Source: an optimization exercise on an open RTL-to-GDS flow (aim: small area and a short achievable clock period). Production flows keep margins and buffers that such runs may drop. RTL that was checked went through simulation tests only; none was proved equivalent to the original. Power and IR drop assume default switching activity.

==> flow/design.v <==
module softplus8_pla (
    input  wire clk,
    input  wire rst,
    input  wire signed [15:0] x,
    output wire [15:0] y
);
  wire neg0 = x[15];
  wire tz0 = ~|x[6:0];
  wire [3:0] am0 = x[10:7] ^ {4{neg0}};
  wire big0 = neg0 ? ~&x[14:11] : |x[14:11];
  wire pos0 = ~neg0;                                         
  wire ge9 = am0[3] & (am0[2] | am0[1] | am0[0]);
  wire seg70 = ~neg0 & (big0 | ge9);                         
  wire zero0 = neg0 & (big0 | (am0[3] & am0[2]) | (am0 == 4'd11 & tz0));   
  wire [2:0] jh0 = (big0 | ge9) ? 3'd0 :
                   {am0 <= 4'd2, am0 >= 4'd3 & am0 <= 4'd5, am0 >= 4'd6};    
  wire inc0 = tz0 & ~big0 & (neg0 ? (am0 == 4'd2 | am0 == 4'd5) : am0 == 4'd9);
  wire dec0 = tz0 & ~big0 & (neg0 ? am0 == 4'd8 : (am0 == 4'd3 | am0 == 4'd6));
  wire [7:0] u0 = pos0 ? 8'd128 - {1'b0, x[6:0]} : {1'b0, x[6:0]};
  wire [7:0] K0;
  assign K0[0] = (~am0[0] & am0[1]) | (~am0[2] & ~am0[3]) | (am0[1] & am0[3]) | (~am0[0] & ~am0[2]) | (am0[0] & ~am0[1] & am0[2]);
  assign K0[1] = (~am0[0] & ~am0[3]) | (am0[1] & ~am0[2]);
  assign K0[2] = (~am0[1] & ~am0[2]) | (am0[0] & ~am0[2] & ~am0[3]) | (am0[0] & ~am0[1]);
  assign K0[3] = (am0[0] & ~am0[1] & ~am0[3]) | (am0[2]);
  assign K0[4] = (am0[0] & ~am0[1] & ~am0[2] & ~am0[3]) | (~am0[0] & am0[1] & ~am0[2] & ~am0[3]) | (~am0[0] & ~am0[1] & am0[2]);
  assign K0[5] = (am0[1] & ~am0[2] & ~am0[3]);
  assign K0[6] = (am0[0] & ~am0[1] & ~am0[2] & ~am0[3]);
  assign K0[7] = (~am0[0] & ~am0[1] & ~am0[2] & ~am0[3]);
  wire nz0 = ~tz0 | x[7];
  reg [14:7] xh1;
  reg [7:0] u1;
  reg [7:0] K1;
  reg [2:0] jh1;
  reg pos1, seg71, zero1, nz1, ci1, dec1;
  wire [13:0] w = {6'd0, u1};
  wire [13:0] rA = jh1[2] ? w << 5 : jh1[1] ? w << 3 : jh1[0] ? w << 1 : seg71 ? {~xh1[14:8], 7'd0} : 14'd0;
  wire [13:0] rB = jh1[2] ? w << 3 : jh1[1] ? w << 2 : jh1[0] ? w : 14'd0;
  wire [13:0] rC = jh1[2] ? w << 1 : jh1[1] ? w : 14'd0;
  wire [13:0] s1 = rA ^ rB ^ rC;
  wire [13:0] c1 = ((rA & rB) | (rA & rC) | (rB & rC)) << 1;
  wire [7:0] lo = {1'b0, s1[6:0]} + {1'b0, c1[6:0]};
  wire usep = pos1 | seg71;
  wire [9:0] Pl = dec1 ? {{3{~(usep & xh1[7])}}, 7'h7f} :
                  usep ? {2'b0, xh1[7], ~u1[6:0] & {7{~u1[7]}}} : 10'd0;
  wire [9:0] Ke = zero1 ? 10'd0 : seg71 ? (nz1 ? -10'sd119 : -10'sd118) : {2'b0, K1};
  wire [9:0] PK = Pl + Ke + {9'd0, ci1};
  reg [6:0] ph2;
  reg [9:0] PK2;
  reg [6:0] S2, C2;
  reg c72;
  wire [9:0] sl = PK2 + {3'd0, S2} + {3'd0, C2} + {9'd0, c72};
  reg [7:0] fl3;
  reg [6:0] ph3;
  reg [1:0] d3;
  wire [6:0] fh = ph3 + {{5{d3[1]}}, d3};
  reg [14:0] f4;
  always @(posedge clk) begin
    xh1 <= x[14:7]; u1 <= u0; jh1 <= jh0; K1 <= K0;
    pos1 <= pos0; seg71 <= seg70; zero1 <= zero0; nz1 <= nz0; dec1 <= dec0;
    ci1 <= tz0 ? inc0 : pos0;
    ph2 <= usep ? xh1[14:8] : 7'd0; PK2 <= PK; S2 <= s1[13:7]; C2 <= c1[13:7]; c72 <= lo[7];
    fl3 <= sl[7:0]; ph3 <= ph2; d3 <= sl[9:8];
  end
  always @(posedge clk or posedge rst)
    if (rst) f4 <= 15'd0;
    else f4 <= {fh, fl3};
  assign y = {1'b0, f4};
endmodule
==> flow/config.mk <==
export PLATFORM = sky130hd
export DESIGN_NAME = softplus8_pla
export DESIGN_NICKNAME = softplus8_pla
export VERILOG_FILES = /design/flow/design.v
export SDC_FILE = /design/flow/constraint.sdc
export NUM_CORES = 4
export LEC_CHECK = 0
export CAP_MARGIN = 20
export CORE_MARGIN = 2
export CORE_UTILIZATION = 70
export SETUP_SLACK_MARGIN = 2.9
export SLEW_MARGIN = 20
==> flow/constraint.sdc <==
create_clock -name core_clock -period 5.5 [get_ports {clk}]
set_input_delay 1.1000 -clock core_clock [delete_from_list [all_inputs] [get_ports {clk}]]
set_output_delay 1.1000 -clock core_clock [all_outputs]
set_load 0.01 [all_outputs]
standard.sh (not shown) runs the stock make flow with config.mk's settings and CLKGATE_MAP_FILE= SYNTH_SCRIPT=/design/flow/synth_recipe.tcl, a recipe that flattens the netlist after the stock synthesis.
==> flow/flow/run.sh <==
#!/bin/bash
set -o pipefail
cp standard.sh standard_copy.log
export BUFFER_PORTS_ARGS="-buffer_cell sky130_fd_sc_hd__buf_2"
bash standard.sh > standard.log 2>&1
Rerun with:
ABC_AREA = 1   (was not set)
SETUP_SLACK_MARGIN = 3.3   (was 2.9)
After rerunning:
- The changed run produced a clean layout
- synthesized area increases by 0.84%
- combinational power went down by about 3%
- worst setup slack is better by 0.31 ns

---

RTL: the design.v shown in full above, as it stands there.
clock: 5.5 ns
lec_check: 0
cap_margin: 20
core_margin: 2
core_utilization: 70
setup_slack_margin: 3.1
slew_margin: 20
==> flow/flow/run.sh <==
#!/bin/bash
set -o pipefail
cp standard.sh standard_copy.log
export BUFFER_PORTS_ARGS="-buffer_cell sky130_fd_sc_hd__buf_2"
export RECOVER_POWER=100
bash standard.sh > standard.log 2>&1
Edit:
--- a/flow/flow/run.sh
+++ b/flow/flow/run.sh
@@ -5 +4,0 @@
-export RECOVER_POWER=100
=> Clock-buffer cell count is unchanged. Routed wire length barely changes. Register-to-register slack improved by 500 ps. Utilization went up by 1.4 points. Global-route usage stays the same. Synthesized cell count does not change. Sequential power hardly moves. Maximum frequency rose by about a fifth.
Edit:
==> flow/run.sh (new file) <==
#!/bin/bash
# synth_recipe.tcl (not shown) runs the flow's synth.tcl, then flattens the netlist and writes it again
# the make line also repeats each setting of config.mk as NAME=value (left out here)
make -C /OpenROAD-flow-scripts/flow DESIGN_CONFIG=/design/flow/config.mk WORK_HOME=/design/flow/orfs CLKGATE_MAP_FILE= SYNTH_SCRIPT=/design/flow/synth_recipe.tcl finish
Settings changed: SETUP_SLACK_MARGIN 3.1 to 2.9.
removed: flow/flow/run.sh
removed: flow/standard.sh
Outcome: Worst hold slack barely changes. Count of clock-buffer cells in the layout shrinks by 1. Maximum frequency falls by 7.2%. Cell area is higher by 2.6%. Worst setup slack is worse by 180 ps. Total power grows by 3.8%. Via count is about the same. Critical path depth drops by 4.

---

// softplus8_pla: RTL as listed in full above, without the edits since
==> flow/config.mk <==
export PLATFORM = sky130hd
export DESIGN_NAME = softplus8_pla
export DESIGN_NICKNAME = softplus8_pla
export VERILOG_FILES = /design/flow/design.v
export SDC_FILE = /design/flow/constraint.sdc
export NUM_CORES = 4
export LEC_CHECK = 0
export CAP_MARGIN = 20
export CORE_MARGIN = 2
export CORE_UTILIZATION = 70
export CTS_BUF_LIST = sky130_fd_sc_hd__clkbuf_4 sky130_fd_sc_hd__clkbuf_8
export CTS_CLUSTER_SIZE = 12
export SETUP_SLACK_MARGIN = 3.2
export SLEW_MARGIN = 20
==> flow/constraint.sdc <==
create_clock -name core_clock -period 5.5 [get_ports {clk}]
set_input_delay 1.1000 -clock core_clock [delete_from_list [all_inputs] [get_ports {clk}]]
set_output_delay 1.1000 -clock core_clock [all_outputs]
set_load 0.01 [all_outputs]
==> flow/flow/run.sh <==
#!/bin/bash
set -o pipefail
cp standard.sh standard_copy.log
export BUFFER_PORTS_ARGS="-buffer_cell sky130_fd_sc_hd__buf_2"
bash standard.sh > standard.log 2>&1
Next try:
- ABC_AREA: not set -> 1
- CTS_BUF_LIST: sky130_fd_sc_hd__clkbuf_4 sky130_fd_sc_hd__clkbuf_8 -> not set
- CTS_CLUSTER_SIZE: 12 -> not set
- SETUP_SLACK_MARGIN: 3.2 -> 3.5
Outcome: The changed run finished clean. Non-clock buffer count increases by 10. Sequential power decreases slightly. Count of clock-buffer cells in the layout stays the same. Combinational power increases by a little under a tenth. Area after synthesis increases slightly. Synthesized cell count increases by about a fifth. Clock skew barely changes. Maximum frequency increases by a few percent. Final cell count increases by about a fifth.
Next try:
- ABC_AREA: 1 -> not set
- SETUP_SLACK_MARGIN: 3.5 -> 3.2
=> Final cell count goes down by 14%; total power goes down by 7.0%; clock power is lower by 20%; final area fell by 5.1%; hold slack hardly moves; via count decreases by 12%; fmax drops by 4.2%; die area is lower by 0.79%; area after synthesis shrinks by 0.83%; core utilization went down by 3.9 points; global-route usage is lower by 2.1 points.

---

// softplus8_pla: RTL as listed in full above, without the edits since
clock: 5.5 ns
lec_check: 0
cap_margin: 20
core_margin: 2
core_utilization: 70
setup_slack_margin: 3.0
slew_margin: 20
Scripts as last shown in full above: flow/flow/run.sh
Then changed:
--- a/flow/config.mk
+++ b/flow/config.mk
@@ -9,4 +9,4 @@
 export CORE_MARGIN = 2
-export CORE_UTILIZATION = 70
-export SETUP_SLACK_MARGIN = 3.0
+export CORE_UTILIZATION = 60
+export SETUP_SLACK_MARGIN = 3.2
 export SLEW_MARGIN = 20
=>
- The new run completed without violations
- cell area increases by 2.4%
- power is higher by 0.55%
- setup slack gets better by 0.098 ns
- sequential power barely changes
- clock skew stays flat
- worst hold slack stays flat
- global-route usage is lower by 3.6 points
- synthesized area is unchanged
- wire length fell by 0.66%
Then changed:
--- a/flow/config.mk
+++ b/flow/config.mk
@@ -7,5 +7,6 @@
 export LEC_CHECK = 0
+export ABC_AREA = 1
 export CAP_MARGIN = 20
 export CORE_MARGIN = 2
-export CORE_UTILIZATION = 60
+export CORE_UTILIZATION = 70
 export SETUP_SLACK_MARGIN = 3.2
The changed run completed with no timing, DRC or antenna violations.
Sequential power goes down by about 0.7%.
Global-route usage rises by 3.5 points.
Cell count grows by 8.7%.
Setup slack improves by 0.10 ns.

---

RTL: the design.v shown in full above, as it stands there.
clock: 5.5 ns
lec_check: 0
cap_margin: 20
core_margin: 2
core_utilization: 70
setup_slack_margin: 3.3
slew_margin: 20
Scripts as last shown in full above: flow/flow/run.sh
The first run finished clean.
Rerun with:
CORE_UTILIZATION = 75   (was 70)
SETUP_SLACK_MARGIN = 3.2   (was 3.3)
Design area came out lower by a few percent.
Count of clock-buffer cells in the layout stays the same.
Utilization increases by 3.8 points.
Combinational power falls by a few percent.
Hold slack stays flat.
Register-to-register slack barely changes.
Cell count goes down slightly.
Critical path depth does not change.
Setup slack got worse by 4.8 ps.

---

softplus8_pla, a different RTL version from the one above (not shown whole).
Size in the first run: about 490 cells after synthesis, roughly 92 flip-flops, roughly 34 I/O pins.
==> flow/design.v (excerpt) <==
module softplus8_pla (
    input  wire clk,
    input  wire rst,
    input  wire signed [15:0] x,
    output wire [15:0] y
);
  wire tz0 = ~|x[6:0];
  wire big0 = x[15] ? ~&x[14:11] : |x[14:11];
  wire [4:0] cl0;
  assign cl0[0] = (~tz0 & x[8] & x[9] & ~x[10] & ~x[15]) | (~tz0 & x[7] & x[8] & x[9] & ~x[10]) | (x[7] & x[8] & x[9] & ~x[10] & ~x[15]) | (~x[7] & ~x[8] & ~x[9] & x[10]) | (~x[8] & ~x[9] & x[10] & x[15]) | (tz0 & ~x[8] & ~x[9] & x[10]) | (tz0 & ~x[7] & ~x[9] & x[10] & x[15]);
  assign cl0[1] = (~tz0 & x[7] & x[8] & ~x[9] & ~x[10] & ~x[15]) | (~x[8] & x[9] & ~x[10] & ~x[15]) | (tz0 & ~x[7] & x[9] & ~x[10] & ~x[15]) | (~tz0 & x[8] & ~x[9] & x[10] & x[15]) | (~x[7] & ~x[8] & x[9] & x[10] & x[15]) | (tz0 & ~x[8] & x[9] & x[10] & x[15]) | (x[7] & x[8] & ~x[9] & x[10] & x[15]);
  assign cl0[2] = (~x[8] & ~x[9] & ~x[10] & ~x[15]) | (~x[7] & ~x[9] & ~x[10] & ~x[15]) | (tz0 & ~x[9] & ~x[10] & ~x[15]) | (~tz0 & x[7] & x[9] & x[10] & x[15]) | (x[8] & x[9] & x[10] & x[15]);
  assign cl0[3] = (~tz0 & x[7] & x[10] & ~x[15]) | (x[8] & x[10] & ~x[15]) | (x[9] & x[10] & ~x[15]);
  assign cl0[4] = (~x[9] & ~x[10] & x[15]) | (tz0 & ~x[7] & ~x[8] & ~x[10] & x[15]);
  wire [7:0] K0;
  assign K0[0] = (~tz0 & ~x[7] & x[8] & ~x[15]) | (x[7] & ~x[8] & ~x[9] & x[15]) | (x[8] & x[9] & x[10]) | (~x[9] & ~x[10]) | (x[7] & ~x[8] & ~x[10]) | (~x[7] & ~x[8] & x[9] & x[15]) | (~x[7] & x[10] & ~x[15]) | (~tz0 & x[7] & x[9] & x[15]) | (~tz0 & ~x[7] & x[8] & x[10]);
  assign K0[1] = (~x[7] & ~x[8] & x[9]) | (~x[8] & ~x[10] & x[15]) | (x[7] & x[8] & x[10]) | (x[7] & ~x[9] & x[10]) | (~tz0 & ~x[7] & ~x[10] & ~x[15]) | (tz0 & ~x[7] & x[8] & ~x[9]) | (~tz0 & x[7] & x[10]) | (~tz0 & x[8] & ~x[9] & ~x[15]);
  assign K0[2] = (~x[7] & x[10] & ~x[15]) | (~x[7] & x[9] & x[10]) | (tz0 & x[9] & x[10]) | (x[8] & x[9] & x[15]) | (x[7] & ~x[8] & ~x[10] & ~x[15]) | (~x[7] & x[8] & x[15]) | (~tz0 & x[7] & ~x[9] & ~x[10]) | (~tz0 & ~x[8] & ~x[9] & ~x[10]);
  ...
make LEC_CHECK=0 CAP_MARGIN=20 CORE_MARGIN=2 CORE_UTILIZATION=70 SETUP_SLACK_MARGIN=3.1 SLEW_MARGIN=20 finish   # period 5.5 ns
run.sh (not shown) runs the stock make flow with config.mk's settings and CLKGATE_MAP_FILE= SYNTH_SCRIPT=/design/flow/synth_recipe.tcl, a recipe that flattens the netlist after the stock synthesis.
Stock flow here: none of the scripts above is used.
Next try:
CORE_UTILIZATION = 75   (was 70)
SETUP_SLACK_MARGIN = 3.2   (was 3.1)
This time the run stopped in 4_1_cts.
Synthesized cell count is unchanged.
Synthesized area does not change.

---

## run A
softplus8_pla, a different RTL version from the one above (not shown whole).
For scale: roughly 510 cells after synthesis, about 89 flip-flops, ~34 I/O pins, ~5000 sq um of cells after synthesis.
## softplus8_pla
module softplus8_pla (
    input  wire clk,
    input  wire rst,
    input  wire signed [15:0] x,
    output wire [15:0] y
);
  wire tz0 = ~|x[6:0];
  wire big0 = x[15] ? ~&x[14:11] : |x[14:11];
  wire [4:0] cl0;
  assign cl0[0] = (~tz0 & x[8] & x[9] & ~x[10] & ~x[15]) | (~tz0 & x[7] & x[8] & x[9] & ~x[10]) | (x[7] & x[8] & x[9] & ~x[10] & ~x[15]) | (~x[7] & ~x[8] & ~x[9] & x[10]) | (~x[8] & ~x[9] & x[10] & x[15]) | (tz0 & ~x[8] & ~x[9] & x[10]) | (tz0 & ~x[7] & ~x[9] & x[10] & x[15]);
  assign cl0[1] = (~tz0 & x[7] & x[8] & ~x[9] & ~x[10] & ~x[15]) | (~x[8] & x[9] & ~x[10] & ~x[15]) | (tz0 & ~x[7] & x[9] & ~x[10] & ~x[15]) | (~tz0 & x[8] & ~x[9] & x[10] & x[15]) | (~x[7] & ~x[8] & x[9] & x[10] & x[15]) | (tz0 & ~x[8] & x[9] & x[10] & x[15]) | (x[7] & x[8] & ~x[9] & x[10] & x[15]);
  ...
Settings: LEC_CHECK=0, CAP_MARGIN=20, CORE_MARGIN=2, CORE_UTILIZATION=65, SLEW_MARGIN=20; clock period 5.5 ns.
Looking at the reports, run A completed the entire flow and the layout it produced met the timing, DRC and antenna checks.
Input-level comparison between run B and run A:
diff --git a/flow/config.mk b/flow/config.mk
--- a/flow/config.mk
+++ b/flow/config.mk
@@ -10,2 +10,3 @@
 export CORE_UTILIZATION = 65
+export SETUP_SLACK_MARGIN = 2.9
 export SLEW_MARGIN = 20
Run B vs run A, instance count: run B higher. On power, the lower figure sits with run A, not run B. On leakage power figure: run B sits above run A. Run B vs. run A: global-route wire length before repair climbed about 11%; initial cell density of the core closely matched the old numbers; final setup slack of the worst path higher; placer's final routability congestion estimate saw a decrease.
No run of this note included a check of the RTL's function; only the layout flow was run.

[afterwards: timing with drivers on the ports]
No port has a modelled driver above. Below, the same layouts with a new extraction and two added sets of constraints.
Step 1 sets driving cells, clkbuf_16 on the clock port and buf_2 on the other inputs (assumed; they add their load-dependent delay and slew).
Step 2 moves the port delays by t, midway between the first and last clock arrival at a register: inputs arrive t later, outputs are due t later. That takes back most of the time a late clock gives input paths.
Three values: ideal ports, drivers, drivers and shift; two values: the first two.
run	t (ns)	setup WS [ns]	worst setup path at the end	worst slew at a driven data input, ns	pins driven straight from the clock port
the first run of note 1	0.381	3.042 / 3.042 / 2.827	input to register	0.03	1
the second run of note 1	0.391	3.357 / 3.357 / 3.072	input to register	0.03	1
the first run of note 2	0.384	2.639 / 2.639 / 2.395	input to register	0.03	1
the second run of note 2	0.385	3.137 / 3.137 / 2.862	input to register	0.03	1
the third run of note 2	0.382	2.953 / 2.964 / 2.583	input to register	0.03	1
the first run of note 3	0.379	3.175 / 3.175 / 2.895	input to register	0.03	1
the second run of note 3	0.399	3.274 / 3.274 / 3.220	input to register	0.04	1
the third run of note 3	0.378	3.175 / 3.175 / 2.887	input to register	0.03	1
the first run of note 4	0.386	3.064 / 3.064 / 2.841	input to register	0.03	1
the second run of note 4	0.377	3.162 / 3.162 / 2.899	input to register	0.03	1
the third run of note 4	0.380	3.266 / 3.266 / 3.056	input to register	0.03	1
the first run of note 5	0.387	3.128 / 3.128 / 2.973	input to register	0.03	1
the second run of note 5	0.387	3.123 / 3.123 / 2.881	input to register	0.03	1
the first run of note 6	0.408	2.844 / 2.844 / 2.666	input to register	0.06	1
run A	0.388	2.058 / 2.058 / 2.047	input to register	0.03	1
run B	0.389	2.581 / 2.581 / 2.579	input to register	0.03	1
After both steps every run listed still meets setup and hold. For the third run of note 2, which loses most, drivers alone change the setup slack by +0.011 ns; drivers and shift together by -0.370 ns.
